Context: an optimization exercise on an open-source flow, tuned for small area and a short achievable clock period. The choices shown serve that exercise and are no tape-out recipe.
Function was checked by simulation only, so behaviour that the tests miss may differ from the original.

==> flow/design.v (outline; a module is shown in full before it is edited, if it fits) <==
// module top_advanced: 1808 lines
module top_advanced (
    input  logic        clk,
    input  logic        rst_n,
    input  logic [15:0] primary_input_a,
    input  logic [15:0] primary_input_b,
    input  logic [15:0] primary_input_c,
    input  logic [15:0] primary_input_d,
    output logic [15:0] primary_output_x,
    output logic [15:0] primary_output_y,
    output logic [15:0] primary_output_z
);
  // ...
==> flow/run.sh <==
#!/bin/bash
# synth_recipe.tcl (not shown) runs the flow's synth.tcl, then flattens the netlist and writes it again
# the make line also repeats each setting of config.mk as NAME=value (left out here)
make -C /OpenROAD-flow-scripts/flow DESIGN_CONFIG=/design/flow/config.mk WORK_HOME=/design/flow/orfs CLKGATE_MAP_FILE= SYNTH_SCRIPT=/design/flow/synth_recipe.tcl finish
==> flow/config.mk <==
export PLATFORM = sky130hd
export DESIGN_NAME = top_advanced
export DESIGN_NICKNAME = top_advanced
export VERILOG_FILES = /design/flow/design.v
export SDC_FILE = /design/flow/constraint.sdc
export NUM_CORES = 4
export LEC_CHECK = 0
export CAP_MARGIN = 20
export CORE_MARGIN = 2
export CORE_UTILIZATION = 35
export SLEW_MARGIN = 20
==> flow/constraint.sdc <==
create_clock -name core_clock -period 55.0 [get_ports {clk}]
set_input_delay 11.0000 -clock core_clock [delete_from_list [all_inputs] [get_ports {clk}]]
set_output_delay 11.0000 -clock core_clock [all_outputs]
set_load 0.01 [all_outputs]
==> run notes, run 1 <==
- Hold path startpoint: r1301[13]
- Area growth, synth to finish: 13.66%
- Post-CTS resize count: 0
- Maximum clock skew at final layout: 0.1296 ns
- Share of cell area taken by muxes after synthesis: 0.005174
- Number of design-rule violations left by the first detailed-router iteration: 8939
- Seq Cell Count: 3631
- Routability congestion estimate from global placement: 0.8978
- Proportion of netlist area held by the largest area contributor: 0.4751
- Die Y-Extent: 743.2 um
- Horizontal extent of the die: 743.2 um
- Routed metal-1 wire length: 246700 um
- Measured slew at the worst slew-check pin: 1.232 ns
- Critical Path Start Type: primary input
- Wire length per cell after detailed routing: 20.61 um
- Core area: 544600 um2
- Hold Path End: r1302[13]
- Buf+Inv Stages, Crit Path: 9
- Post-synthesis sequential element count: 3631
- Critical path type: in -> out
- Headroom to the max-slew limit: 0.1679
- Result of the run: timing/DRC/antenna clean
- CP most frequent cell: a21oi_1
- Non-clock inverter count: 1518
- # rows: 271
- Netlist Area Pre-Place: 191300 um2
- Routed via count: 124.6k
- Number of antenna-violating nets in the routed design: 0
- CTS tree: done
- Number of sinks handled by clock tree synthesis: 3631
- Post-Syn Nets: 19.24k
- Number of antenna violations at the first check in global routing: 42
- Worst Hold Slack: 0.2644 ns
- Register-to-register setup slack: 27.16 ns
- Most crowded layer after global routing: met2
- Cell depth of the worst setup path: 146
==> inputs of run 2 (changes only) <==
==> flow/design.v (replaced) <==
module top_advanced (
    input  logic        clk,
    input  logic        rst_n,
    input  logic [15:0] primary_input_a,
    input  logic [15:0] primary_input_b,
    input  logic [15:0] primary_input_c,
    input  logic [15:0] primary_input_d,
    output logic [15:0] primary_output_x,
    output logic [15:0] primary_output_y,
    output logic [15:0] primary_output_z
);
    logic [15:0] r2_1;
    logic [15:0] r301_1;
    logic [15:0] n2;
    logic [15:0] r0_1;
    logic [15:0] n5;
    logic [15:0] n6;
    logic [15:0] r21_1;
    logic [15:0] n8;
    logic [15:0] n9;
    logic [15:0] n10;
    logic [15:0] n11;
    logic [15:0] r36_1;
    logic [15:0] n14;
    logic [15:0] r34_1;
    logic [15:0] r35_1;
    logic [15:0] n17;
    logic [15:0] n18;
    logic [15:0] n19;
    logic [15:0] n20;
    logic [15:0] r1_1;
    logic [15:0] n22;
    logic [15:0] n23;
    logic [15:0] n24;
    logic [15:0] n25;
    logic [15:0] r44_1;
    logic [15:0] n27;
    logic [15:0] n28;
    logic [15:0] n29;
    logic [15:0] n30;
    logic [15:0] n31;
    logic [15:0] n32;
    logic [15:0] n33;
    logic [15:0] n34;
    logic [15:0] n35;
    logic [15:0] r11_1;
    logic [15:0] n37;
    logic [15:0] n38;
    logic [15:0] n39;
    logic [15:0] n40;
    logic [15:0] n41;
    logic [15:0] n42;
    logic [15:0] r59_1;
    logic [15:0] n44;
    logic [15:0] r57_1;
    logic [15:0] r58_1;
    logic [15:0] n47;
    logic [15:0] n48;
    logic [15:0] n49;
    logic [15:0] n50;
    logic [15:0] n51;
    logic [15:0] n52;
    logic [15:0] n53;
    logic [15:0] n54;
    logic [15:0] r139_1;
    logic [15:0] r139_5;
    logic [15:0] n57;
    logic [15:0] r136_1;
    logic [15:0] n59;
    logic [15:0] n60;
    logic [15:0] r139_2;
    logic [15:0] r139_3;
    logic [15:0] n63;
    logic [15:0] n64;
    logic [15:0] n65;
    logic [15:0] r139_4;
    logic [15:0] r139_6;
    logic [15:0] r139_7;
    logic [15:0] n69;
    logic [15:0] n70;
    logic [15:0] n71;
    logic [15:0] n72;
    logic [15:0] n73;
    logic [15:0] n74;
    logic [15:0] n75;
    logic [15:0] n76;
    logic [15:0] n77;
    logic [15:0] n78;
    logic [15:0] n79;
    logic [15:0] n80;
    logic [15:0] n81;
    logic [15:0] n82;
    logic [15:0] n83;
    logic [15:0] n84;
    logic [15:0] n85;
    logic [15:0] n86;
    logic [15:0] n87;
    logic [15:0] r84_1;
    logic [15:0] n89;
    logic [15:0] n90;
    logic [15:0] n91;
    logic [15:0] n92;
    logic [15:0] r99_1;
    logic [15:0] n94;
    logic [15:0] r97_1;
    logic [15:0] r98_1;
    logic [15:0] n97;
    logic [15:0] n98;
    logic [15:0] n99;
    logic [15:0] n100;
    logic [15:0] r65_1;
    logic [15:0] n102;
    logic [15:0] n103;
    logic [15:0] n104;
    logic [15:0] n105;
    logic [15:0] r107_1;
    logic [15:0] n107;
    logic [15:0] n108;
    logic [15:0] n109;
    logic [15:0] n110;
    logic [15:0] n111;
    logic [15:0] n112;
    logic [15:0] n113;
    logic [15:0] n114;
    logic [15:0] n115;
    logic [15:0] r74_1;
    logic [15:0] n117;
    logic [15:0] n118;
    logic [15:0] n119;
    logic [15:0] n120;
    logic [15:0] n121;
    logic [15:0] n122;
    logic [15:0] r122_1;
    logic [15:0] n124;
    logic [15:0] r120_1;
    logic [15:0] r121_1;
    logic [15:0] n127;
    logic [15:0] n128;
    logic [15:0] n129;
    logic [15:0] n130;
    logic [15:0] n131;
    logic [15:0] n132;
    logic [15:0] n133;
    logic [15:0] n134;
    logic [15:0] r169_1;
    logic [15:0] r169_5;
    logic [15:0] n137;
    logic [15:0] r166_1;
    logic [15:0] n139;
    logic [15:0] n140;
    logic [15:0] r169_2;
    logic [15:0] r169_3;
    logic [15:0] n143;
    logic [15:0] n144;
    logic [15:0] n145;
    logic [15:0] r169_4;
    logic [15:0] r169_6;
    logic [15:0] r169_7;
    logic [15:0] n149;
    logic [15:0] n150;
    logic [15:0] n151;
    logic [15:0] n152;
    logic [15:0] n153;
    logic [15:0] n154;
    logic [15:0] n155;
    logic [15:0] n156;
    logic [15:0] n157;
    logic [15:0] n158;
    logic [15:0] n159;
    logic [15:0] n160;
    logic [15:0] n161;
    logic [15:0] n162;
    logic [15:0] n163;
    logic [15:0] n164;
    logic [15:0] n165;
    logic [15:0] n166;
    logic [15:0] r193_1;
    logic [15:0] n168;
    logic [15:0] n169;
    logic [15:0] r213_1;
    logic [15:0] n171;
    logic [15:0] n172;
    logic [15:0] n173;
    logic [15:0] n174;
    logic [15:0] r228_1;
    logic [15:0] n176;
    logic [15:0] r226_1;
    logic [15:0] r227_1;
    logic [15:0] n179;
    logic [15:0] n180;
    logic [15:0] n181;
    logic [15:0] n182;
    logic [15:0] n183;
    logic [15:0] n184;
    logic [15:0] n185;
    logic [15:0] n186;
    logic [15:0] r236_1;
    logic [15:0] n188;
    logic [15:0] n189;
    logic [15:0] n190;
    logic [15:0] n191;
    logic [15:0] n192;
    logic [15:0] n193;
    logic [15:0] n194;
    logic [15:0] n195;
    logic [15:0] n196;
    logic [15:0] r203_1;
    logic [15:0] n198;
    logic [15:0] n199;
    logic [15:0] n200;
    logic [15:0] n201;
    logic [15:0] n202;
    logic [15:0] n203;
    logic [15:0] r268_1;
    logic [15:0] r268_5;
    logic [15:0] n206;
    logic [15:0] r265_1;
    logic [15:0] n208;
    logic [15:0] n209;
    logic [15:0] r268_2;
    logic [15:0] r268_3;
    logic [15:0] n212;
    logic [15:0] n213;
    logic [15:0] n214;
    logic [15:0] r268_4;
    logic [15:0] r268_6;
    logic [15:0] r268_7;
    logic [15:0] n218;
    logic [15:0] n219;
    logic [15:0] n220;
    logic [15:0] n221;
    logic [15:0] n222;
    logic [15:0] n223;
    logic [15:0] n224;
    logic [15:0] n225;
    logic [15:0] n226;
    logic [15:0] r300_1;
    logic [15:0] n228;
    logic [15:0] n229;
    logic [15:0] n230;
    logic [15:0] n231;
    logic [15:0] n233;
    logic [15:0] n234;
    logic [15:0] r375_1;
    logic [15:0] n236;
    logic [15:0] n237;
    logic [15:0] n238;
    logic [15:0] n239;
    logic [15:0] r596_1;
    logic [15:0] n242;
    logic [15:0] r594_1;
    logic [15:0] r595_1;
    logic [15:0] n245;
    logic [15:0] n246;
    logic [15:0] n247;
    logic [15:0] n248;
    logic [15:0] r3_1;
    logic [15:0] n250;
    logic [15:0] n251;
    logic [15:0] n252;
    logic [15:0] n253;
    logic [15:0] r604_1;
    logic [15:0] n255;
    logic [15:0] n256;
    logic [15:0] n257;
    logic [15:0] n258;
    logic [15:0] n259;
    logic [15:0] n260;
    logic [15:0] n261;
    logic [15:0] n262;
    logic [15:0] n263;
    logic [15:0] r581_1;
    logic [15:0] n265;
    logic [15:0] n266;
    logic [15:0] n267;
    logic [15:0] n268;
    logic [15:0] n269;
    logic [15:0] n270;
    logic [15:0] r619_1;
    logic [15:0] n272;
    logic [15:0] r617_1;
    logic [15:0] r618_1;
    logic [15:0] n275;
    logic [15:0] n276;
    logic [15:0] n277;
    logic [15:0] n278;
    logic [15:0] n279;
    logic [15:0] n280;
    logic [15:0] n281;
    logic [15:0] n282;
    logic [15:0] r698_1;
    logic [15:0] r698_5;
    logic [15:0] n285;
    logic [15:0] r695_1;
    logic [15:0] n287;
    logic [15:0] n288;
    logic [15:0] r698_2;
    logic [15:0] r698_3;
    logic [15:0] n291;
    logic [15:0] n292;
    logic [15:0] n293;
    logic [15:0] r698_4;
    logic [15:0] r698_6;
    logic [15:0] r698_7;
    logic [15:0] n297;
    logic [15:0] n298;
    logic [15:0] n299;
    logic [15:0] n300;
    logic [15:0] n301;
    logic [15:0] n302;
    logic [15:0] n303;
    logic [15:0] n304;
    logic [15:0] n305;
    logic [15:0] n306;
    logic [15:0] n307;
    logic [15:0] n308;
    logic [15:0] n309;
    logic [15:0] n310;
    logic [15:0] n311;
    logic [15:0] n312;
    logic [15:0] n313;
    logic [15:0] n314;
    logic [15:0] n315;
    logic [15:0] r643_1;
    logic [15:0] n317;
    logic [15:0] n318;
    logic [15:0] n319;
    logic [15:0] n320;
    logic [15:0] r658_1;
    logic [15:0] n322;
    logic [15:0] r656_1;
    logic [15:0] r657_1;
    logic [15:0] n325;
    logic [15:0] n326;
    logic [15:0] n327;
    logic [15:0] n328;
    logic [15:0] r625_1;
    logic [15:0] n330;
    logic [15:0] n331;
    logic [15:0] n332;
    logic [15:0] n333;
    logic [15:0] r666_1;
    logic [15:0] n335;
    logic [15:0] n336;
    logic [15:0] n337;
    logic [15:0] n338;
    logic [15:0] n339;
    logic [15:0] n340;
    logic [15:0] n341;
    logic [15:0] n342;
    logic [15:0] n343;
    logic [15:0] r634_1;
    logic [15:0] n345;
    logic [15:0] n346;
    logic [15:0] n347;
    logic [15:0] n348;
    logic [15:0] n349;
    logic [15:0] n350;
    logic [15:0] r681_1;
    logic [15:0] n352;
    logic [15:0] r679_1;
    logic [15:0] r680_1;
    logic [15:0] n355;
    logic [15:0] n356;
    logic [15:0] n357;
    logic [15:0] n358;
    logic [15:0] n359;
    logic [15:0] n360;
    logic [15:0] n361;
    logic [15:0] n362;
    logic [15:0] r728_1;
    logic [15:0] r728_5;
    logic [15:0] n365;
    logic [15:0] r725_1;
    logic [15:0] n367;
    logic [15:0] n368;
    logic [15:0] r728_2;
    logic [15:0] r728_3;
    logic [15:0] n371;
    logic [15:0] n372;
    logic [15:0] n373;
    logic [15:0] r728_4;
    logic [15:0] r728_6;
    logic [15:0] r728_7;
    logic [15:0] n377;
    logic [15:0] n378;
    logic [15:0] n379;
    logic [15:0] n380;
    logic [15:0] n381;
    logic [15:0] n382;
    logic [15:0] n383;
    logic [15:0] n384;
    logic [15:0] n385;
    logic [15:0] n386;
    logic [15:0] n387;
    logic [15:0] n388;
    logic [15:0] n389;
    logic [15:0] n390;
    logic [15:0] n391;
    logic [15:0] n392;
    logic [15:0] n393;
    logic [15:0] n394;
    logic [15:0] r328_1;
    logic [15:0] n396;
    logic [15:0] r326_1;
    logic [15:0] r327_1;
    logic [15:0] n399;
    logic [15:0] n400;
    logic [15:0] n401;
    logic [15:0] n402;
    logic [15:0] n403;
    logic [15:0] n404;
    logic [15:0] n405;
    logic [15:0] n406;
    logic [15:0] r336_1;
    logic [15:0] n408;
    logic [15:0] n409;
    logic [15:0] n410;
    logic [15:0] n411;
    logic [15:0] r752_1;
    logic [15:0] n413;
    logic [15:0] n414;
    logic [15:0] r772_1;
    logic [15:0] n416;
    logic [15:0] n417;
    logic [15:0] n418;
    logic [15:0] n419;
    logic [15:0] n420;
    logic [15:0] n421;
    logic [15:0] n422;
    logic [15:0] n423;
    logic [15:0] n424;
    logic [15:0] r762_1;
    logic [15:0] n426;
    logic [15:0] n427;
    logic [15:0] n428;
    logic [15:0] n429;
    logic [15:0] n430;
    logic [15:0] n431;
    logic [15:0] r804_1;
    logic [15:0] r804_5;
    logic [15:0] n434;
    logic [15:0] r801_1;
    logic [15:0] n436;
    logic [15:0] n437;
    logic [15:0] r804_2;
    logic [15:0] r804_3;
    logic [15:0] n440;
    logic [15:0] n441;
    logic [15:0] n442;
    logic [15:0] r804_4;
    logic [15:0] r804_6;
    logic [15:0] r804_7;
    logic [15:0] n446;
    logic [15:0] n447;
    logic [15:0] n448;
    logic [15:0] n449;
    logic [15:0] n450;
    logic [15:0] n451;
    logic [15:0] n452;
    logic [15:0] n453;
    logic [15:0] n454;
    logic [15:0] n455;
    logic [15:0] n456;
    logic [15:0] n457;
    logic [15:0] n458;
    logic [15:0] n459;
    logic [15:0] r1370_1;
    logic [15:0] r1371_1;
    logic [15:0] n462;
    logic [15:0] n463;
    logic [15:0] r305_1;
    logic [15:0] n465;
    logic [15:0] n466;
    logic [15:0] r858_1;
    logic [15:0] n468;
    logic [15:0] n469;
    logic [15:0] n470;
    logic [15:0] n471;
    logic [15:0] n472;
    logic [15:0] n473;
    logic [15:0] n474;
    logic [15:0] n475;
    logic [15:0] n476;
    logic [15:0] r848_1;
    logic [15:0] n478;
    logic [15:0] n479;
    logic [15:0] n480;
    logic [15:0] n481;
    logic [15:0] n482;
    logic [15:0] n483;
    logic [15:0] r873_1;
    logic [15:0] n485;
    logic [15:0] r871_1;
    logic [15:0] r872_1;
    logic [15:0] n488;
    logic [15:0] n489;
    logic [15:0] n490;
    logic [15:0] n491;
    logic [15:0] n492;
    logic [15:0] n493;
    logic [15:0] n494;
    logic [15:0] n495;
    logic [15:0] r943_1;
    logic [15:0] r943_5;
    logic [15:0] n498;
    logic [15:0] r940_1;
    logic [15:0] n500;
    logic [15:0] n501;
    logic [15:0] r943_2;
    logic [15:0] r943_3;
    logic [15:0] n504;
    logic [15:0] n505;
    logic [15:0] n506;
    logic [15:0] r943_4;
    logic [15:0] r943_6;
    logic [15:0] r943_7;
    logic [15:0] n510;
    logic [15:0] n511;
    logic [15:0] n512;
    logic [15:0] n513;
    logic [15:0] n514;
    logic [15:0] n515;
    logic [15:0] n516;
    logic [15:0] n517;
    logic [15:0] n518;
    logic [15:0] n519;
    logic [15:0] n520;
    logic [15:0] n521;
    logic [15:0] n522;
    logic [15:0] n523;
    logic [15:0] n524;
    logic [15:0] n525;
    logic [15:0] n526;
    logic [15:0] r903_1;
    logic [15:0] n528;
    logic [15:0] r901_1;
    logic [15:0] r902_1;
    logic [15:0] n531;
    logic [15:0] n532;
    logic [15:0] n533;
    logic [15:0] n534;
    logic [15:0] r879_1;
    logic [15:0] n536;
    logic [15:0] n537;
    logic [15:0] n538;
    logic [15:0] n539;
    logic [15:0] r911_1;
    logic [15:0] n541;
    logic [15:0] n542;
    logic [15:0] n543;
    logic [15:0] n544;
    logic [15:0] n545;
    logic [15:0] n546;
    logic [15:0] n547;
    logic [15:0] n548;
    logic [15:0] n549;
    logic [15:0] r888_1;
    logic [15:0] n551;
    logic [15:0] n552;
    logic [15:0] n553;
    logic [15:0] n554;
    logic [15:0] n555;
    logic [15:0] n556;
    logic [15:0] r926_1;
    logic [15:0] n558;
    logic [15:0] r924_1;
    logic [15:0] r925_1;
    logic [15:0] n561;
    logic [15:0] n562;
    logic [15:0] n563;
    logic [15:0] n564;
    logic [15:0] n565;
    logic [15:0] n566;
    logic [15:0] n567;
    logic [15:0] n568;
    logic [15:0] r973_1;
    logic [15:0] r973_5;
    logic [15:0] n571;
    logic [15:0] r970_1;
    logic [15:0] n573;
    logic [15:0] n574;
    logic [15:0] r973_2;
    logic [15:0] r973_3;
    logic [15:0] n577;
    logic [15:0] n578;
    logic [15:0] n579;
    logic [15:0] r973_4;
    logic [15:0] r973_6;
    logic [15:0] r973_7;
    logic [15:0] n583;
    logic [15:0] n584;
    logic [15:0] n585;
    logic [15:0] n586;
    logic [15:0] n587;
    logic [15:0] n588;
    logic [15:0] n589;
    logic [15:0] n590;
    logic [15:0] n591;
    logic [15:0] n592;
    logic [15:0] n593;
    logic [15:0] n594;
    logic [15:0] n595;
    logic [15:0] n596;
    logic [15:0] n597;
    logic [15:0] n598;
    logic [15:0] n599;
    logic [15:0] n600;
    logic [15:0] r997_1;
    logic [15:0] n602;
    logic [15:0] n603;
    logic [15:0] r1017_1;
    logic [15:0] n605;
    logic [15:0] n606;
    logic [15:0] n607;
    logic [15:0] n608;
    logic [15:0] r1032_1;
    logic [15:0] n610;
    logic [15:0] r1030_1;
    logic [15:0] r1031_1;
    logic [15:0] n613;
    logic [15:0] n614;
    logic [15:0] n615;
    logic [15:0] n616;
    logic [15:0] n617;
    logic [15:0] n618;
    logic [15:0] n619;
    logic [15:0] n620;
    logic [15:0] r1040_1;
    logic [15:0] n622;
    logic [15:0] n623;
    logic [15:0] n624;
    logic [15:0] n625;
    logic [15:0] n626;
    logic [15:0] n627;
    logic [15:0] n628;
    logic [15:0] n629;
    logic [15:0] n630;
    logic [15:0] r1007_1;
    logic [15:0] n632;
    logic [15:0] n633;
    logic [15:0] n634;
    logic [15:0] n635;
    logic [15:0] n636;
    logic [15:0] n637;
    logic [15:0] r1072_1;
    logic [15:0] r1072_5;
    logic [15:0] n640;
    logic [15:0] r1069_1;
    logic [15:0] n642;
    logic [15:0] n643;
    logic [15:0] r1072_2;
    logic [15:0] r1072_3;
    logic [15:0] n646;
    logic [15:0] n647;
    logic [15:0] n648;
    logic [15:0] r1072_4;
    logic [15:0] r1072_6;
    logic [15:0] r1072_7;
    logic [15:0] n652;
    logic [15:0] n653;
    logic [15:0] n654;
    logic [15:0] n655;
    logic [15:0] n656;
    logic [15:0] n657;
    logic [15:0] n658;
    logic [15:0] n659;
    logic [15:0] n660;
    logic [15:0] n661;
    logic [15:0] n662;
    logic [15:0] r836_1;
    logic [15:0] n664;
    logic [15:0] r835_1;
    logic [15:0] n666;
    logic [15:0] n667;
    logic [15:0] n668;
    logic [15:0] n669;
    logic [15:0] r1360_1;
    logic [15:0] r1361_1;
    logic [15:0] n672;
    logic [15:0] n673;
    logic [15:0] n674;
    logic [15:0] n675;
    logic [15:0] n676;
    logic [15:0] n677;
    logic [15:0] n678;
    logic [15:0] n679;
    logic [15:0] n680;
    logic [15:0] n681;
    logic [15:0] n682;
    logic [15:0] n683;
    logic [15:0] n684;
    logic [15:0] n685;
    logic [15:0] n686;
    logic [15:0] r134_1;
    logic [15:0] n688;
    logic [15:0] n689;
    logic [15:0] n690;
    logic [15:0] n691;
    logic [15:0] n692;
    logic [15:0] n693;
    logic [15:0] n694;
    logic [15:0] n695;
    logic [15:0] r130_1;
    logic [15:0] r164_1;
    logic [15:0] n698;
    logic [15:0] n699;
    logic [15:0] n700;
    logic [15:0] n701;
    logic [15:0] n702;
    logic [15:0] n703;
    logic [15:0] r196_1;
    logic [15:0] r263_1;
    logic [15:0] n706;
    logic [15:0] n707;
    logic [15:0] n708;
    logic [15:0] n709;
    logic [15:0] n710;
    logic [15:0] n711;
    logic [15:0] n712;
    logic [15:0] n713;
    logic [15:0] n714;
    logic [15:0] r693_1;
    logic [15:0] n716;
    logic [15:0] n717;
    logic [15:0] n718;
    logic [15:0] n719;
    logic [15:0] n720;
    logic [15:0] n721;
    logic [15:0] n722;
    logic [15:0] n723;
    logic [15:0] r689_1;
    logic [15:0] r723_1;
    logic [15:0] n726;
    logic [15:0] n727;
    logic [15:0] n728;
    logic [15:0] n729;
    logic [15:0] n730;
    logic [15:0] n731;
    logic [15:0] r755_1;
    logic [15:0] r799_1;
    logic [15:0] n734;
    logic [15:0] r829_1;
    logic [15:0] n736;
    logic [15:0] n737;
    logic [15:0] n738;
    logic [15:0] n739;
    logic [15:0] n740;
    logic [15:0] n741;
    logic [15:0] r938_1;
    logic [15:0] n743;
    logic [15:0] n744;
    logic [15:0] n745;
    logic [15:0] n746;
    logic [15:0] n747;
    logic [15:0] n748;
    logic [15:0] n749;
    logic [15:0] r934_1;
    logic [15:0] r968_1;
    logic [15:0] n752;
    logic [15:0] n753;
    logic [15:0] n754;
    logic [15:0] n755;
    logic [15:0] n756;
    logic [15:0] n757;
    logic [15:0] r1000_1;
    logic [15:0] r1067_1;
    logic [15:0] n760;
    logic [15:0] n761;
    logic [15:0] n762;
    logic [15:0] n763;
    logic [15:0] n764;
    logic [15:0] n765;
    logic [15:0] n766;
    logic [15:0] n767;
    logic [15:0] n768;
    logic [15:0] n769;
    logic [15:0] n770;
    logic [15:0] n771;
    logic [15:0] n772;
    logic [15:0] n773;
    assign n2 = r2_1 ^ r301_1;
    assign n5 = r0_1 >> 4;
    assign n6 = r0_1 ^ n5;
    assign n8 = {primary_input_a[14:0], primary_input_a[15]};
    assign n9 = r21_1 | n8;
    assign n10 = n6 + n9;
    assign n11 = primary_input_a ^ n10;
    assign n14 = primary_input_b | r36_1;
    assign n17 = r34_1 & r35_1;
    assign n18 = n14 ^ n17;
    assign n19 = primary_input_b << 1;
    assign n20 = n18 & n19;
    assign n22 = r1_1 << 1;
    assign n23 = r36_1 & n22;
    assign n24 = n23 >> 4;
    assign n25 = n23 ^ n24;
    assign n27 = {n20[14:0], n20[15]};
    assign n28 = r44_1 | n27;
    assign n29 = n25 + n28;
    assign n30 = n20 ^ n29;
    assign n31 = n11 & n30;
    assign n32 = primary_input_a ^ primary_input_b;
    assign n33 = r0_1 ^ r1_1;
    assign n34 = n33 >> 4;
    assign n35 = n33 ^ n34;
    assign n37 = {n32[14:0], n32[15]};
    assign n38 = r11_1 | n37;
    assign n39 = n35 + n38;
    assign n40 = n32 ^ n39;
    assign n41 = n32 & n40;
    assign n42 = n31 | n41;
    assign n44 = n40 | r59_1;
    assign n47 = r57_1 & r58_1;
    assign n48 = n44 ^ n47;
    assign n49 = n40 << 1;
    assign n50 = n48 & n49;
    assign n51 = n20 + n40;
    assign n52 = n20 | n51;
    assign n53 = n50 ^ n52;
    assign n54 = n42 + n53;
    assign n57 = r139_1 ^ r139_5;
    assign n59 = n42 ^ r136_1;
    assign n60 = n57 ^ n59;
    assign n63 = r139_3 >> 2;
    assign n64 = r139_2 + n63;
    assign n65 = n60 ^ n64;
    assign n69 = r139_7 >> 2;
    assign n70 = r139_6 + n69;
    assign n71 = r139_4 ^ n70;
    assign n72 = n65 ^ n71;
    assign n73 = n59 + n60;
    assign n74 = n72 ^ n73;
    assign n75 = n60 ^ r139_4;
    assign n76 = n42 ^ n75;
    assign n77 = r139_2 ^ r139_6;
    assign n78 = r139_3 ^ r139_7;
    assign n79 = n78 >> 2;
    assign n80 = n77 + n79;
    assign n81 = n75 ^ n80;
    assign n82 = n65 | n81;
    assign n83 = n76 | n82;
    assign n84 = n74 | n83;
    assign n85 = n54 ^ n84;
    assign n86 = r1_1 >> 4;
    assign n87 = r1_1 ^ n86;
    assign n89 = {primary_input_b[14:0], primary_input_b[15]};
    assign n90 = r84_1 | n89;
    assign n91 = n87 + n90;
    assign n92 = primary_input_b ^ n91;
    assign n94 = n42 | r99_1;
    assign n97 = r97_1 & r98_1;
    assign n98 = n94 ^ n97;
    assign n99 = n42 << 1;
    assign n100 = n98 & n99;
    assign n102 = r65_1 << 1;
    assign n103 = r99_1 & n102;
    assign n104 = n103 >> 4;
    assign n105 = n103 ^ n104;
    assign n107 = {n100[14:0], n100[15]};
    assign n108 = r107_1 | n107;
    assign n109 = n105 + n108;
    assign n110 = n100 ^ n109;
    assign n111 = n92 & n110;
    assign n112 = primary_input_b ^ n42;
    assign n113 = r1_1 ^ r65_1;
    assign n114 = n113 >> 4;
    assign n115 = n113 ^ n114;
    assign n117 = {n112[14:0], n112[15]};
    assign n118 = r74_1 | n117;
    assign n119 = n115 + n118;
    assign n120 = n112 ^ n119;
    assign n121 = n112 & n120;
    assign n122 = n111 | n121;
    assign n124 = n120 | r122_1;
    assign n127 = r120_1 & r121_1;
    assign n128 = n124 ^ n127;
    assign n129 = n120 << 1;
    assign n130 = n128 & n129;
    assign n131 = n100 + n120;
    assign n132 = n100 | n131;
    assign n133 = n130 ^ n132;
    assign n134 = n122 & n133;
    assign n137 = r169_1 ^ r169_5;
    assign n139 = n133 ^ r166_1;
    assign n140 = n137 ^ n139;
    assign n143 = r169_3 >> 2;
    assign n144 = r169_2 + n143;
    assign n145 = n140 ^ n144;
    assign n149 = r169_7 >> 2;
    assign n150 = r169_6 + n149;
    assign n151 = r169_4 ^ n150;
    assign n152 = n145 ^ n151;
    assign n153 = n139 + n140;
    assign n154 = n152 ^ n153;
    assign n155 = n140 ^ r169_4;
    assign n156 = n133 ^ n155;
    assign n157 = r169_2 ^ r169_6;
    assign n158 = r169_3 ^ r169_7;
    assign n159 = n158 >> 2;
    assign n160 = n157 + n159;
    assign n161 = n155 ^ n160;
    assign n162 = n145 | n161;
    assign n163 = n156 | n162;
    assign n164 = n154 + n163;
    assign n165 = n134 | n164;
    assign n166 = n85 ^ n165;
    assign n168 = r193_1 >> 4;
    assign n169 = r193_1 ^ n168;
    assign n171 = {n85[14:0], n85[15]};
    assign n172 = r213_1 | n171;
    assign n173 = n169 + n172;
    assign n174 = n85 ^ n173;
    assign n176 = primary_input_a | r228_1;
    assign n179 = r226_1 & r227_1;
    assign n180 = n176 ^ n179;
    assign n181 = primary_input_a << 1;
    assign n182 = n180 & n181;
    assign n183 = r0_1 << 1;
    assign n184 = r228_1 & n183;
    assign n185 = n184 >> 4;
    assign n186 = n184 ^ n185;
    assign n188 = {n182[14:0], n182[15]};
    assign n189 = r236_1 | n188;
    assign n190 = n186 + n189;
    assign n191 = n182 ^ n190;
    assign n192 = n174 & n191;
    assign n193 = primary_input_a ^ n85;
    assign n194 = r0_1 ^ r193_1;
    assign n195 = n194 >> 4;
    assign n196 = n194 ^ n195;
    assign n198 = {n193[14:0], n193[15]};
    assign n199 = r203_1 | n198;
    assign n200 = n196 + n199;
    assign n201 = n193 ^ n200;
    assign n202 = n193 & n201;
    assign n203 = n192 | n202;
    assign n206 = r268_1 ^ r268_5;
    assign n208 = n165 ^ r265_1;
    assign n209 = n206 ^ n208;
    assign n212 = r268_3 >> 2;
    assign n213 = r268_2 + n212;
    assign n214 = n209 ^ n213;
    assign n218 = r268_7 >> 2;
    assign n219 = r268_6 + n218;
    assign n220 = r268_4 ^ n219;
    assign n221 = n214 ^ n220;
    assign n222 = n208 + n209;
    assign n223 = n221 ^ n222;
    assign n224 = n203 | n223;
    assign n225 = n166 ^ n224;
    assign n226 = primary_input_a & n225;
    assign n228 = r301_1 >> 5;
    assign n229 = r300_1 + n228;
    assign n230 = n226 + n229;
    assign n231 = n2 & n230;
    assign n233 = r2_1 >> 4;
    assign n234 = r2_1 ^ n233;
    assign n236 = {primary_input_c[14:0], primary_input_c[15]};
    assign n237 = r375_1 | n236;
    assign n238 = n234 + n237;
    assign n239 = primary_input_c ^ n238;
    assign n242 = primary_input_d | r596_1;
    assign n245 = r594_1 & r595_1;
    assign n246 = n242 ^ n245;
    assign n247 = primary_input_d << 1;
    assign n248 = n246 & n247;
    assign n250 = r3_1 << 1;
    assign n251 = r596_1 & n250;
    assign n252 = n251 >> 4;
    assign n253 = n251 ^ n252;
    assign n255 = {n248[14:0], n248[15]};
    assign n256 = r604_1 | n255;
    assign n257 = n253 + n256;
    assign n258 = n248 ^ n257;
    assign n259 = n239 & n258;
    assign n260 = primary_input_c ^ primary_input_d;
    assign n261 = r2_1 ^ r3_1;
    assign n262 = n261 >> 4;
    assign n263 = n261 ^ n262;
    assign n265 = {n260[14:0], n260[15]};
    assign n266 = r581_1 | n265;
    assign n267 = n263 + n266;
    assign n268 = n260 ^ n267;
    assign n269 = n260 & n268;
    assign n270 = n259 | n269;
    assign n272 = n268 | r619_1;
    assign n275 = r617_1 & r618_1;
    assign n276 = n272 ^ n275;
    assign n277 = n268 << 1;
    assign n278 = n276 & n277;
    assign n279 = n248 + n268;
    assign n280 = n248 | n279;
    assign n281 = n278 ^ n280;
    assign n282 = n270 + n281;
    assign n285 = r698_1 ^ r698_5;
    assign n287 = n270 ^ r695_1;
    assign n288 = n285 ^ n287;
    assign n291 = r698_3 >> 2;
    assign n292 = r698_2 + n291;
    assign n293 = n288 ^ n292;
    assign n297 = r698_7 >> 2;
    assign n298 = r698_6 + n297;
    assign n299 = r698_4 ^ n298;
    assign n300 = n293 ^ n299;
    assign n301 = n287 + n288;
    assign n302 = n300 ^ n301;
    assign n303 = n288 ^ r698_4;
    assign n304 = n270 ^ n303;
    assign n305 = r698_2 ^ r698_6;
    assign n306 = r698_3 ^ r698_7;
    assign n307 = n306 >> 2;
    assign n308 = n305 + n307;
    assign n309 = n303 ^ n308;
    assign n310 = n293 | n309;
    assign n311 = n304 | n310;
    assign n312 = n302 | n311;
    assign n313 = n282 ^ n312;
    assign n314 = r3_1 >> 4;
    assign n315 = r3_1 ^ n314;
    assign n317 = {primary_input_d[14:0], primary_input_d[15]};
    assign n318 = r643_1 | n317;
    assign n319 = n315 + n318;
    assign n320 = primary_input_d ^ n319;
    assign n322 = n270 | r658_1;
    assign n325 = r656_1 & r657_1;
    assign n326 = n322 ^ n325;
    assign n327 = n270 << 1;
    assign n328 = n326 & n327;
    assign n330 = r625_1 << 1;
    assign n331 = r658_1 & n330;
    assign n332 = n331 >> 4;
    assign n333 = n331 ^ n332;
    assign n335 = {n328[14:0], n328[15]};
    assign n336 = r666_1 | n335;
    assign n337 = n333 + n336;
    assign n338 = n328 ^ n337;
    assign n339 = n320 & n338;
    assign n340 = primary_input_d ^ n270;
    assign n341 = r3_1 ^ r625_1;
    assign n342 = n341 >> 4;
    assign n343 = n341 ^ n342;
    assign n345 = {n340[14:0], n340[15]};
    assign n346 = r634_1 | n345;
    assign n347 = n343 + n346;
    assign n348 = n340 ^ n347;
    assign n349 = n340 & n348;
    assign n350 = n339 | n349;
    assign n352 = n348 | r681_1;
    assign n355 = r679_1 & r680_1;
    assign n356 = n352 ^ n355;
    assign n357 = n348 << 1;
    assign n358 = n356 & n357;
    assign n359 = n328 + n348;
    assign n360 = n328 | n359;
    assign n361 = n358 ^ n360;
    assign n362 = n350 & n361;
    assign n365 = r728_1 ^ r728_5;
    assign n367 = n361 ^ r725_1;
    assign n368 = n365 ^ n367;
    assign n371 = r728_3 >> 2;
    assign n372 = r728_2 + n371;
    assign n373 = n368 ^ n372;
    assign n377 = r728_7 >> 2;
    assign n378 = r728_6 + n377;
    assign n379 = r728_4 ^ n378;
    assign n380 = n373 ^ n379;
    assign n381 = n367 + n368;
    assign n382 = n380 ^ n381;
    assign n383 = n368 ^ r728_4;
    assign n384 = n361 ^ n383;
    assign n385 = r728_2 ^ r728_6;
    assign n386 = r728_3 ^ r728_7;
    assign n387 = n386 >> 2;
    assign n388 = n385 + n387;
    assign n389 = n383 ^ n388;
    assign n390 = n373 | n389;
    assign n391 = n384 | n390;
    assign n392 = n382 + n391;
    assign n393 = n362 | n392;
    assign n394 = n313 ^ n393;
    assign n396 = primary_input_c | r328_1;
    assign n399 = r326_1 & r327_1;
    assign n400 = n396 ^ n399;
    assign n401 = primary_input_c << 1;
    assign n402 = n400 & n401;
    assign n403 = r2_1 << 1;
    assign n404 = r328_1 & n403;
    assign n405 = n404 >> 4;
    assign n406 = n404 ^ n405;
    assign n408 = {n402[14:0], n402[15]};
    assign n409 = r336_1 | n408;
    assign n410 = n406 + n409;
    assign n411 = n402 ^ n410;
    assign n413 = r752_1 >> 4;
    assign n414 = r752_1 ^ n413;
    assign n416 = {n313[14:0], n313[15]};
    assign n417 = r772_1 | n416;
    assign n418 = n414 + n417;
    assign n419 = n313 ^ n418;
    assign n420 = n411 & n419;
    assign n421 = primary_input_c ^ n313;
    assign n422 = r2_1 ^ r752_1;
    assign n423 = n422 >> 4;
    assign n424 = n422 ^ n423;
    assign n426 = {n421[14:0], n421[15]};
    assign n427 = r762_1 | n426;
    assign n428 = n424 + n427;
    assign n429 = n421 ^ n428;
    assign n430 = n421 & n429;
    assign n431 = n420 | n430;
    assign n434 = r804_1 ^ r804_5;
    assign n436 = n393 ^ r801_1;
    assign n437 = n434 ^ n436;
    assign n440 = r804_3 >> 2;
    assign n441 = r804_2 + n440;
    assign n442 = n437 ^ n441;
    assign n446 = r804_7 >> 2;
    assign n447 = r804_6 + n446;
    assign n448 = r804_4 ^ n447;
    assign n449 = n442 ^ n448;
    assign n450 = n436 + n437;
    assign n451 = n449 ^ n450;
    assign n452 = n431 | n451;
    assign n453 = n394 ^ n452;
    assign n454 = primary_input_c & n453;
    assign n455 = n231 + n454;
    assign n456 = primary_input_a ^ primary_input_d;
    assign n457 = n226 | n229;
    assign n458 = n456 | n457;
    assign n459 = n455 ^ n458;
    assign n462 = r1371_1 >> 5;
    assign n463 = r1370_1 + n462;
    assign n465 = r305_1 >> 4;
    assign n466 = r305_1 ^ n465;
    assign n468 = {n231[14:0], n231[15]};
    assign n469 = r858_1 | n468;
    assign n470 = n466 + n469;
    assign n471 = n231 ^ n470;
    assign n472 = n191 & n471;
    assign n473 = primary_input_a ^ n231;
    assign n474 = r0_1 ^ r305_1;
    assign n475 = n474 >> 4;
    assign n476 = n474 ^ n475;
    assign n478 = {n473[14:0], n473[15]};
    assign n479 = r848_1 | n478;
    assign n480 = n476 + n479;
    assign n481 = n473 ^ n480;
    assign n482 = n473 & n481;
    assign n483 = n472 | n482;
    assign n485 = n481 | r873_1;
    assign n488 = r871_1 & r872_1;
    assign n489 = n485 ^ n488;
    assign n490 = n481 << 1;
    assign n491 = n489 & n490;
    assign n492 = n182 + n481;
    assign n493 = n182 | n492;
    assign n494 = n491 ^ n493;
    assign n495 = n483 + n494;
    assign n498 = r943_1 ^ r943_5;
    assign n500 = n483 ^ r940_1;
    assign n501 = n498 ^ n500;
    assign n504 = r943_3 >> 2;
    assign n505 = r943_2 + n504;
    assign n506 = n501 ^ n505;
    assign n510 = r943_7 >> 2;
    assign n511 = r943_6 + n510;
    assign n512 = r943_4 ^ n511;
    assign n513 = n506 ^ n512;
    assign n514 = n500 + n501;
    assign n515 = n513 ^ n514;
    assign n516 = n501 ^ r943_4;
    assign n517 = n483 ^ n516;
    assign n518 = r943_2 ^ r943_6;
    assign n519 = r943_3 ^ r943_7;
    assign n520 = n519 >> 2;
    assign n521 = n518 + n520;
    assign n522 = n516 ^ n521;
    assign n523 = n506 | n522;
    assign n524 = n517 | n523;
    assign n525 = n515 | n524;
    assign n526 = n495 ^ n525;
    assign n528 = n483 | r903_1;
    assign n531 = r901_1 & r902_1;
    assign n532 = n528 ^ n531;
    assign n533 = n483 << 1;
    assign n534 = n532 & n533;
    assign n536 = r879_1 << 1;
    assign n537 = r903_1 & n536;
    assign n538 = n537 >> 4;
    assign n539 = n537 ^ n538;
    assign n541 = {n534[14:0], n534[15]};
    assign n542 = r911_1 | n541;
    assign n543 = n539 + n542;
    assign n544 = n534 ^ n543;
    assign n545 = n11 & n544;
    assign n546 = primary_input_a ^ n483;
    assign n547 = r0_1 ^ r879_1;
    assign n548 = n547 >> 4;
    assign n549 = n547 ^ n548;
    assign n551 = {n546[14:0], n546[15]};
    assign n552 = r888_1 | n551;
    assign n553 = n549 + n552;
    assign n554 = n546 ^ n553;
    assign n555 = n546 & n554;
    assign n556 = n545 | n555;
    assign n558 = n554 | r926_1;
    assign n561 = r924_1 & r925_1;
    assign n562 = n558 ^ n561;
    assign n563 = n554 << 1;
    assign n564 = n562 & n563;
    assign n565 = n534 + n554;
    assign n566 = n534 | n565;
    assign n567 = n564 ^ n566;
    assign n568 = n556 & n567;
    assign n571 = r973_1 ^ r973_5;
    assign n573 = n567 ^ r970_1;
    assign n574 = n571 ^ n573;
    assign n577 = r973_3 >> 2;
    assign n578 = r973_2 + n577;
    assign n579 = n574 ^ n578;
    assign n583 = r973_7 >> 2;
    assign n584 = r973_6 + n583;
    assign n585 = r973_4 ^ n584;
    assign n586 = n579 ^ n585;
    assign n587 = n573 + n574;
    assign n588 = n586 ^ n587;
    assign n589 = n574 ^ r973_4;
    assign n590 = n567 ^ n589;
    assign n591 = r973_2 ^ r973_6;
    assign n592 = r973_3 ^ r973_7;
    assign n593 = n592 >> 2;
    assign n594 = n591 + n593;
    assign n595 = n589 ^ n594;
    assign n596 = n579 | n595;
    assign n597 = n590 | n596;
    assign n598 = n588 + n597;
    assign n599 = n568 | n598;
    assign n600 = n526 ^ n599;
    assign n602 = r997_1 >> 4;
    assign n603 = r997_1 ^ n602;
    assign n605 = {n526[14:0], n526[15]};
    assign n606 = r1017_1 | n605;
    assign n607 = n603 + n606;
    assign n608 = n526 ^ n607;
    assign n610 = n231 | r1032_1;
    assign n613 = r1030_1 & r1031_1;
    assign n614 = n610 ^ n613;
    assign n615 = n231 << 1;
    assign n616 = n614 & n615;
    assign n617 = r305_1 << 1;
    assign n618 = r1032_1 & n617;
    assign n619 = n618 >> 4;
    assign n620 = n618 ^ n619;
    assign n622 = {n616[14:0], n616[15]};
    assign n623 = r1040_1 | n622;
    assign n624 = n620 + n623;
    assign n625 = n616 ^ n624;
    assign n626 = n608 & n625;
    assign n627 = n231 ^ n526;
    assign n628 = r305_1 ^ r997_1;
    assign n629 = n628 >> 4;
    assign n630 = n628 ^ n629;
    assign n632 = {n627[14:0], n627[15]};
    assign n633 = r1007_1 | n632;
    assign n634 = n630 + n633;
    assign n635 = n627 ^ n634;
    assign n636 = n627 & n635;
    assign n637 = n626 | n636;
    assign n640 = r1072_1 ^ r1072_5;
    assign n642 = n599 ^ r1069_1;
    assign n643 = n640 ^ n642;
    assign n646 = r1072_3 >> 2;
    assign n647 = r1072_2 + n646;
    assign n648 = n643 ^ n647;
    assign n652 = r1072_7 >> 2;
    assign n653 = r1072_6 + n652;
    assign n654 = r1072_4 ^ n653;
    assign n655 = n648 ^ n654;
    assign n656 = n642 + n643;
    assign n657 = n655 ^ n656;
    assign n658 = n637 | n657;
    assign n659 = n600 ^ n658;
    assign n660 = n231 & n659;
    assign n661 = n455 & n660;
    assign n662 = n463 + n661;
    assign n664 = r0_1 ^ r836_1;
    assign n666 = r836_1 >> 5;
    assign n667 = r835_1 + n666;
    assign n668 = n454 + n667;
    assign n669 = n664 & n668;
    assign n672 = r1361_1 >> 5;
    assign n673 = r1360_1 + n672;
    assign n674 = r0_1 ^ r3_1;
    assign n675 = r1361_1 ^ n674;
    assign n676 = n673 & n675;
    assign n677 = primary_input_b | n676;
    assign n678 = n669 ^ n677;
    assign n679 = r300_1 & primary_input_c;
    assign n680 = primary_input_a + r21_1;
    assign n681 = n14 + n17;
    assign n682 = n14 | r34_1;
    assign n683 = n20 + r44_1;
    assign n684 = n32 + r11_1;
    assign n685 = n44 + n47;
    assign n686 = n44 | r57_1;
    assign n688 = r65_1 + r134_1;
    assign n689 = primary_input_b + r84_1;
    assign n690 = n94 + n97;
    assign n691 = n94 | r97_1;
    assign n692 = n100 + r107_1;
    assign n693 = n112 + r74_1;
    assign n694 = n124 + n127;
    assign n695 = n124 | r120_1;
    assign n698 = r130_1 + r164_1;
    assign n699 = n85 + r213_1;
    assign n700 = n176 + n179;
    assign n701 = n176 | r226_1;
    assign n702 = n182 + r236_1;
    assign n703 = n193 + r203_1;
    assign n706 = r196_1 + r263_1;
    assign n707 = r2_1 | n228;
    assign n708 = primary_input_c + r375_1;
    assign n709 = n242 + n245;
    assign n710 = n242 | r594_1;
    assign n711 = n248 + r604_1;
    assign n712 = n260 + r581_1;
    assign n713 = n272 + n275;
    assign n714 = n272 | r617_1;
    assign n716 = r625_1 + r693_1;
    assign n717 = primary_input_d + r643_1;
    assign n718 = n322 + n325;
    assign n719 = n322 | r656_1;
    assign n720 = n328 + r666_1;
    assign n721 = n340 + r634_1;
    assign n722 = n352 + n355;
    assign n723 = n352 | r679_1;
    assign n726 = r689_1 + r723_1;
    assign n727 = n396 + n399;
    assign n728 = n396 | r326_1;
    assign n729 = n402 + r336_1;
    assign n730 = n313 + r772_1;
    assign n731 = n421 + r762_1;
    assign n734 = r755_1 + r799_1;
    assign n736 = n462 | r829_1;
    assign n737 = n454 & r1370_1;
    assign n738 = n231 + r858_1;
    assign n739 = n473 + r848_1;
    assign n740 = n485 + n488;
    assign n741 = n485 | r871_1;
    assign n743 = r879_1 + r938_1;
    assign n744 = n528 + n531;
    assign n745 = n528 | r901_1;
    assign n746 = n534 + r911_1;
    assign n747 = n546 + r888_1;
    assign n748 = n558 + n561;
    assign n749 = n558 | r924_1;
    assign n752 = r934_1 + r968_1;
    assign n753 = n526 + r1017_1;
    assign n754 = n610 + n613;
    assign n755 = n610 | r1030_1;
    assign n756 = n616 + r1040_1;
    assign n757 = n627 + r1007_1;
    assign n760 = r1000_1 + r1067_1;
    assign n761 = primary_input_a & r835_1;
    assign n762 = r0_1 | n666;
    assign n763 = n672 | n674;
    assign n764 = n456 & r1360_1;
    assign n765 = r65_1 >> 2;
    assign n766 = r130_1 >> 2;
    assign n767 = r196_1 >> 2;
    assign n768 = r625_1 >> 2;
    assign n769 = r689_1 >> 2;
    assign n770 = r755_1 >> 2;
    assign n771 = r879_1 >> 2;
    assign n772 = r934_1 >> 2;
    assign n773 = r1000_1 >> 2;
    assign primary_output_x = n459;
    assign primary_output_y = n662;
    assign primary_output_z = n678;
    always_ff @(posedge clk or negedge rst_n) begin
        if (!rst_n) begin
            r2_1 <= 16'd0;
            r301_1 <= 16'd0;
            r0_1 <= 16'd0;
            r21_1 <= 16'd0;
            r36_1 <= 16'd0;
            r34_1 <= 16'd0;
            r35_1 <= 16'd0;
            r1_1 <= 16'd0;
            r44_1 <= 16'd0;
            r11_1 <= 16'd0;
            r59_1 <= 16'd0;
            r57_1 <= 16'd0;
            r58_1 <= 16'd0;
            r139_1 <= 16'd0;
            r139_5 <= 16'd0;
            r136_1 <= 16'd0;
            r139_2 <= 16'd0;
            r139_3 <= 16'd0;
            r139_4 <= 16'd0;
            r139_6 <= 16'd0;
            r139_7 <= 16'd0;
            r84_1 <= 16'd0;
            r99_1 <= 16'd0;
            r97_1 <= 16'd0;
            r98_1 <= 16'd0;
            r65_1 <= 16'd0;
            r107_1 <= 16'd0;
            r74_1 <= 16'd0;
            r122_1 <= 16'd0;
            r120_1 <= 16'd0;
            r121_1 <= 16'd0;
            r169_1 <= 16'd0;
            r169_5 <= 16'd0;
            r166_1 <= 16'd0;
            r169_2 <= 16'd0;
            r169_3 <= 16'd0;
            r169_4 <= 16'd0;
            r169_6 <= 16'd0;
            r169_7 <= 16'd0;
            r193_1 <= 16'd0;
            r213_1 <= 16'd0;
            r228_1 <= 16'd0;
            r226_1 <= 16'd0;
            r227_1 <= 16'd0;
            r236_1 <= 16'd0;
            r203_1 <= 16'd0;
            r268_1 <= 16'd0;
            r268_5 <= 16'd0;
            r265_1 <= 16'd0;
            r268_2 <= 16'd0;
            r268_3 <= 16'd0;
            r268_4 <= 16'd0;
            r268_6 <= 16'd0;
            r268_7 <= 16'd0;
            r300_1 <= 16'd0;
            r375_1 <= 16'd0;
            r596_1 <= 16'd0;
            r594_1 <= 16'd0;
            r595_1 <= 16'd0;
            r3_1 <= 16'd0;
            r604_1 <= 16'd0;
            r581_1 <= 16'd0;
            r619_1 <= 16'd0;
            r617_1 <= 16'd0;
            r618_1 <= 16'd0;
            r698_1 <= 16'd0;
            r698_5 <= 16'd0;
            r695_1 <= 16'd0;
            r698_2 <= 16'd0;
            r698_3 <= 16'd0;
            r698_4 <= 16'd0;
            r698_6 <= 16'd0;
            r698_7 <= 16'd0;
            r643_1 <= 16'd0;
            r658_1 <= 16'd0;
            r656_1 <= 16'd0;
            r657_1 <= 16'd0;
            r625_1 <= 16'd0;
            r666_1 <= 16'd0;
            r634_1 <= 16'd0;
            r681_1 <= 16'd0;
            r679_1 <= 16'd0;
            r680_1 <= 16'd0;
            r728_1 <= 16'd0;
            r728_5 <= 16'd0;
            r725_1 <= 16'd0;
            r728_2 <= 16'd0;
            r728_3 <= 16'd0;
            r728_4 <= 16'd0;
            r728_6 <= 16'd0;
            r728_7 <= 16'd0;
            r328_1 <= 16'd0;
            r326_1 <= 16'd0;
            r327_1 <= 16'd0;
            r336_1 <= 16'd0;
            r752_1 <= 16'd0;
            r772_1 <= 16'd0;
            r762_1 <= 16'd0;
            r804_1 <= 16'd0;
            r804_5 <= 16'd0;
            r801_1 <= 16'd0;
            r804_2 <= 16'd0;
            r804_3 <= 16'd0;
            r804_4 <= 16'd0;
            r804_6 <= 16'd0;
            r804_7 <= 16'd0;
            r1370_1 <= 16'd0;
            r1371_1 <= 16'd0;
            r305_1 <= 16'd0;
            r858_1 <= 16'd0;
            r848_1 <= 16'd0;
            r873_1 <= 16'd0;
            r871_1 <= 16'd0;
            r872_1 <= 16'd0;
            r943_1 <= 16'd0;
            r943_5 <= 16'd0;
            r940_1 <= 16'd0;
            r943_2 <= 16'd0;
            r943_3 <= 16'd0;
            r943_4 <= 16'd0;
            r943_6 <= 16'd0;
            r943_7 <= 16'd0;
            r903_1 <= 16'd0;
            r901_1 <= 16'd0;
            r902_1 <= 16'd0;
            r879_1 <= 16'd0;
            r911_1 <= 16'd0;
            r888_1 <= 16'd0;
            r926_1 <= 16'd0;
            r924_1 <= 16'd0;
            r925_1 <= 16'd0;
            r973_1 <= 16'd0;
            r973_5 <= 16'd0;
            r970_1 <= 16'd0;
            r973_2 <= 16'd0;
            r973_3 <= 16'd0;
            r973_4 <= 16'd0;
            r973_6 <= 16'd0;
            r973_7 <= 16'd0;
            r997_1 <= 16'd0;
            r1017_1 <= 16'd0;
            r1032_1 <= 16'd0;
            r1030_1 <= 16'd0;
            r1031_1 <= 16'd0;
            r1040_1 <= 16'd0;
            r1007_1 <= 16'd0;
            r1072_1 <= 16'd0;
            r1072_5 <= 16'd0;
            r1069_1 <= 16'd0;
            r1072_2 <= 16'd0;
            r1072_3 <= 16'd0;
            r1072_4 <= 16'd0;
            r1072_6 <= 16'd0;
            r1072_7 <= 16'd0;
            r836_1 <= 16'd0;
            r835_1 <= 16'd0;
            r1360_1 <= 16'd0;
            r1361_1 <= 16'd0;
            r134_1 <= 16'd0;
            r130_1 <= 16'd0;
            r164_1 <= 16'd0;
            r196_1 <= 16'd0;
            r263_1 <= 16'd0;
            r693_1 <= 16'd0;
            r689_1 <= 16'd0;
            r723_1 <= 16'd0;
            r755_1 <= 16'd0;
            r799_1 <= 16'd0;
            r829_1 <= 16'd0;
            r938_1 <= 16'd0;
            r934_1 <= 16'd0;
            r968_1 <= 16'd0;
            r1000_1 <= 16'd0;
            r1067_1 <= 16'd0;
        end else begin
            r2_1 <= primary_input_c;
            r301_1 <= n679;
            r0_1 <= primary_input_a;
            r21_1 <= n680;
            r36_1 <= n18;
            r34_1 <= n681;
            r35_1 <= n682;
            r1_1 <= primary_input_b;
            r44_1 <= n683;
            r11_1 <= n684;
            r59_1 <= n48;
            r57_1 <= n685;
            r58_1 <= n686;
            r139_1 <= n60;
            r139_5 <= r139_4;
            r136_1 <= n688;
            r139_2 <= r139_1;
            r139_3 <= r139_2;
            r139_4 <= r139_3;
            r139_6 <= r139_5;
            r139_7 <= r139_6;
            r84_1 <= n689;
            r99_1 <= n98;
            r97_1 <= n690;
            r98_1 <= n691;
            r65_1 <= n42;
            r107_1 <= n692;
            r74_1 <= n693;
            r122_1 <= n128;
            r120_1 <= n694;
            r121_1 <= n695;
            r169_1 <= n140;
            r169_5 <= r169_4;
            r166_1 <= n698;
            r169_2 <= r169_1;
            r169_3 <= r169_2;
            r169_4 <= r169_3;
            r169_6 <= r169_5;
            r169_7 <= r169_6;
            r193_1 <= n85;
            r213_1 <= n699;
            r228_1 <= n180;
            r226_1 <= n700;
            r227_1 <= n701;
            r236_1 <= n702;
            r203_1 <= n703;
            r268_1 <= n209;
            r268_5 <= r268_4;
            r265_1 <= n706;
            r268_2 <= r268_1;
            r268_3 <= r268_2;
            r268_4 <= r268_3;
            r268_6 <= r268_5;
            r268_7 <= r268_6;
            r300_1 <= n707;
            r375_1 <= n708;
            r596_1 <= n246;
            r594_1 <= n709;
            r595_1 <= n710;
            r3_1 <= primary_input_d;
            r604_1 <= n711;
            r581_1 <= n712;
            r619_1 <= n276;
            r617_1 <= n713;
            r618_1 <= n714;
            r698_1 <= n288;
            r698_5 <= r698_4;
            r695_1 <= n716;
            r698_2 <= r698_1;
            r698_3 <= r698_2;
            r698_4 <= r698_3;
            r698_6 <= r698_5;
            r698_7 <= r698_6;
            r643_1 <= n717;
            r658_1 <= n326;
            r656_1 <= n718;
            r657_1 <= n719;
            r625_1 <= n270;
            r666_1 <= n720;
            r634_1 <= n721;
            r681_1 <= n356;
            r679_1 <= n722;
            r680_1 <= n723;
            r728_1 <= n368;
            r728_5 <= r728_4;
            r725_1 <= n726;
            r728_2 <= r728_1;
            r728_3 <= r728_2;
            r728_4 <= r728_3;
            r728_6 <= r728_5;
            r728_7 <= r728_6;
            r328_1 <= n400;
            r326_1 <= n727;
            r327_1 <= n728;
            r336_1 <= n729;
            r752_1 <= n313;
            r772_1 <= n730;
            r762_1 <= n731;
            r804_1 <= n437;
            r804_5 <= r804_4;
            r801_1 <= n734;
            r804_2 <= r804_1;
            r804_3 <= r804_2;
            r804_4 <= r804_3;
            r804_6 <= r804_5;
            r804_7 <= r804_6;
            r1370_1 <= n736;
            r1371_1 <= n737;
            r305_1 <= n231;
            r858_1 <= n738;
            r848_1 <= n739;
            r873_1 <= n489;
            r871_1 <= n740;
            r872_1 <= n741;
            r943_1 <= n501;
            r943_5 <= r943_4;
            r940_1 <= n743;
            r943_2 <= r943_1;
            r943_3 <= r943_2;
            r943_4 <= r943_3;
            r943_6 <= r943_5;
            r943_7 <= r943_6;
            r903_1 <= n532;
            r901_1 <= n744;
            r902_1 <= n745;
            r879_1 <= n483;
            r911_1 <= n746;
            r888_1 <= n747;
            r926_1 <= n562;
            r924_1 <= n748;
            r925_1 <= n749;
            r973_1 <= n574;
            r973_5 <= r973_4;
            r970_1 <= n752;
            r973_2 <= r973_1;
            r973_3 <= r973_2;
            r973_4 <= r973_3;
            r973_6 <= r973_5;
            r973_7 <= r973_6;
            r997_1 <= n526;
            r1017_1 <= n753;
            r1032_1 <= n614;
            r1030_1 <= n754;
            r1031_1 <= n755;
            r1040_1 <= n756;
            r1007_1 <= n757;
            r1072_1 <= n643;
            r1072_5 <= r1072_4;
            r1069_1 <= n760;
            r1072_2 <= r1072_1;
            r1072_3 <= r1072_2;
            r1072_4 <= r1072_3;
            r1072_6 <= r1072_5;
            r1072_7 <= r1072_6;
            r836_1 <= n761;
            r835_1 <= n762;
            r1360_1 <= n763;
            r1361_1 <= n764;
            r134_1 <= n765;
            r130_1 <= n133;
            r164_1 <= n766;
            r196_1 <= n165;
            r263_1 <= n767;
            r693_1 <= n768;
            r689_1 <= n361;
            r723_1 <= n769;
            r755_1 <= n393;
            r799_1 <= n770;
            r829_1 <= n454;
            r938_1 <= n771;
            r934_1 <= n567;
            r968_1 <= n772;
            r1000_1 <= n599;
            r1067_1 <= n773;
        end
    end
endmodule
==> run notes, run 2 <==
- CTS H-tree lvls: 5
- Proportion of netlist area held by the largest area contributor: 0.3805 (-0.09454)
- Main flop type after synthesis: dfrtp_1
- Worst reg2reg startpoint: r0_1[5]
- Routability congestion estimate from global placement: 0.9305 (+3.6%)
- Global-route wire length before repair: 809900 um
- Minimum period implied by the final worst setup slack: 52.90 ns
- Headroom to the max-slew limit: 0.1539 (-0.01395)
- Critical path launch point: primary_input_a[3]
- Clock buffer depth: 4
- Result of the run: timing/DRC/antenna clean
- Clock transition at the register clock pins on the worst setup and hold paths after CTS: 0.06 ns
- Critical Path Max Stage Delay: 0.85 ns
- Post-Syn Nets: 19.86k (+3.2%)
- Most common library cell in the layout ignoring fill and taps: dfrtp_1
- Proportion of synthesized flip-flops having asynchronous set or reset: 1.000
- Initial core utilization: 0.3515
- Die area: 517000 um2
- Slowest CP cell: clkdlybuf4s50_1
- Routed via count: 129.3k (+3.8%)
- Maximum Capacitance Violations: 0
- Post-synthesis cell count: 17.76k
- Total placed instance area: 190200 um2
- CTS tree: done
- Final #Nets: 20.46k
- Setup violators final: 0
- Sequential fraction of the synthesis area: 0.3805
- Fin area: 201800 um2
- Core area: 509100 um2 (-6.5%)
- Library cells used by synthesis: 126
- Synth top area cells: dfrtp_1 (38%), ha_1 (13%), xnor2_1 (12%)
- Number of antenna-violating nets in the routed design: 0 (unchanged)
- Syn_area_per_cell: 10.08 um2
- Number of sinks handled by clock tree synthesis: 2721 (-25%)
- Residual overflow from global routing: 0
- I/O pin count: 114
- Number of antenna violations at the first check in global routing: 53 (+26%)
- Data arrival time of the critical path: 41.90 ns
- Hold path startpoint: r268_3[0]
- Count of flip-flops with a built-in enable after synthesis: 0
- Die Y-Extent: 719.0 um (-3.3%)
- Part of the cycle the worst path needs: 0.9619
- Hold-fix buffers at CTS: 0
- Measured slew at the worst slew-check pin: 1.265 ns (+0.03275 ns)
- Largest net degree at the start of global routing: 175
- Maximum clock skew at final layout: 0.1140 ns (-0.01558 ns)
- Setup repair after global routing missed its margin: false
- Ys Warns: 1
- Crit-path max FO: 7
- # rows: 262 (-3.3%)
- Clock insertion delay at the later pin of the skew report: 1.01 ns
- Clock Root Buffer: clkbuf_16
- Worst Hold Slack: 0.3390 ns (+0.07456 ns)
- Final hold vios: 0
- Buf+Inv Stages, Crit Path: 14 (+5)
- Number of iterations in the first detailed-routing pass: 6
- Horizontal extent of the die: 719.0 um (-3.3%)
- Netlist Area Pre-Place: 178900 um2 (-6.4%)
- Number of design-rule violations left by the first detailed-router iteration: 9083 (+1.6%)
- Overall track demand over capacity in global routing: 0.2055
- Crit end category: output port
- Pre-CTS setup slack: 0.2258 ns
- Port Buffers: 113
- Post-route worst setup slack: 2.097 ns
- Layout cell share with drive strength beyond 1: 0.08320
- Post-route DRC: 0
- Number of buffers created by CTS: 328
- Most numerous cell types in the synthesized netlist: dfrtp_1 (2721), xnor2_1 (2404), ha_1 (1901)
- CP most frequent cell: xnor2_1
- Setup Total Neg Slack: 0 ns
- Data required time of the critical path: 44.00 ns
- Most area-hungry cell type in the Yosys netlist: dfrtp_1
- Via count of the first global-routing pass: 130.3k
- Total count of max-transition violations in the final report: 0
- Peak clock frequency supported by timing: 18.90 MHz
- Critical Path Start Type: primary input
- DRT Wirelength: 541800 um
- Post-synthesis sequential element count: 2721 (-25%)
- DPL Wire Length: 435300 um
- Most frequent cells in the layout: dfrtp_1 (2721), xnor2_1 (2387), ha_1 (1899)
- Area growth, synth to finish: 12.79%
- Critical path type: in -> out
- Via/cell ratio: 5.096
- Hold Crit Class: reg -> reg
- Top delay family on crit path: compound AO/OA/AOI/OAI gates
- Wire length per cell after detailed routing: 21.36 um (+3.6%)
- Most instantiated library cell after synthesis: dfrtp_1
- Core Util, Final: 0.3964
run 2: changes by cell type after synthesis, moves of 84 or more:
| cell | delta |
|---|---|
| ha_1 | +129 |
| xnor2_1 | +313 |
| xor2_1 | +135 |
| a21oi_1 | +84 |
| dfrtp_1 | -910 |
| nor2_1 | +130 |
| nand2_1 | +204 |
run 2: final timing paths:
path                                              to  slack, ns  cells past startpoint
max in group asynchronous                 r169_2[15]      39.81                      7
worst max-delay path            primary_output_y[15]       2.10                    151
worst min register to register             r268_4[0]       0.34                      0
min in group asynchronous                  r728_4[0]      10.09                      1
worst min-delay path                       r268_4[0]       0.34                      0
worst max register to register           r1072_1[14]      27.36                    136
run 2: cell families after synthesis:
family | after synthesis | share of synthesized area
AOI/OAI and AO/OA | 3725 | 0.1341
DFF | 2721 | 0.3805
and+or+nand+nor | 3993 | 0.1173
buffers and inverters | 1551 | 0.03270
xor gates and xnor gates | 3604 | 0.1798
muxes | 125 | 0.007300
adders and majority gates | 2038 | 0.1482
run 2: final cells by class:
cell class	instances	area (um2)
fill	49435	307300
multi-input combinational	13485	105400
sequential	2721	68090
clock buffer	440	9323
tap	6732	8423
inverter	1440	5406
timing repair buffer	383	3274
clock inverter	148	1896
antenna	21	52.55
run 2: metrics by stage:
step	cells
5_1_grt	25352
6_report	25370
3_5_place_dp	24757
4_1_cts	25345
3_3_place_gp	24757
2_1_floorplan	17757
run 2: routing by layer:
metal,vias up,share of wire,global-route usage
met5,-,0.00025,0
met4,22,0.046,0.08135
met3,857,0.053,0.02699
met2,2853,0.45,0.3275
met1,63668,0.46,0.2824
li1,61896,-,-
run 2: worst reg2reg max path: cells and delay by family, from the launching register on:
family / cells / cell delay (ns)
xor gates and xnor gates: 26 / 5.87
adders and majority gates: 17 / 4.83
muxes: 2 / 0.83
DFF: 1 / 0.62
buffers and inverters: 10 / 1.04
AOI/OAI and AO/OA: 56 / 9.82
and+or+nand+nor: 25 / 4.40
run 2: repair_timing:
item                       in CTS  in global routing
setup buffers                   0                  2
resized for setup               0                 49
hold endpoints to repair        0                  0
setup endpoints to repair       0                 12

port drivers added, routing unchanged:
How much do the figures lean on ideal ports? The routed layouts below were timed once more, with nothing changed but the port constraints.
Step 1 assumes that a clkbuf_16 drives the clock port and a buf_2 every other input.
Step 2 adds t to the input delays and takes it off the output delays; t is the mean of the earliest and latest rising clock arrival at the registers after step 1. Input paths then give back, and output paths get back, about the clock's delay inside the block.
Slacks: ideal ports / drivers / drivers and shift; pairs: ideal ports / drivers.
run	t, ns	setup slack, ns	worst setup path at the end
run 1	1.097	2.253 / 2.084 / 2.084	input to output
run 2	1.073	2.097 / 1.804 / 1.804	input to output
After both steps setup and hold are still met in every run listed. The setup slack of run 2, which loses most, moves by -0.293 ns with the drivers and by -0.293 ns with both steps.
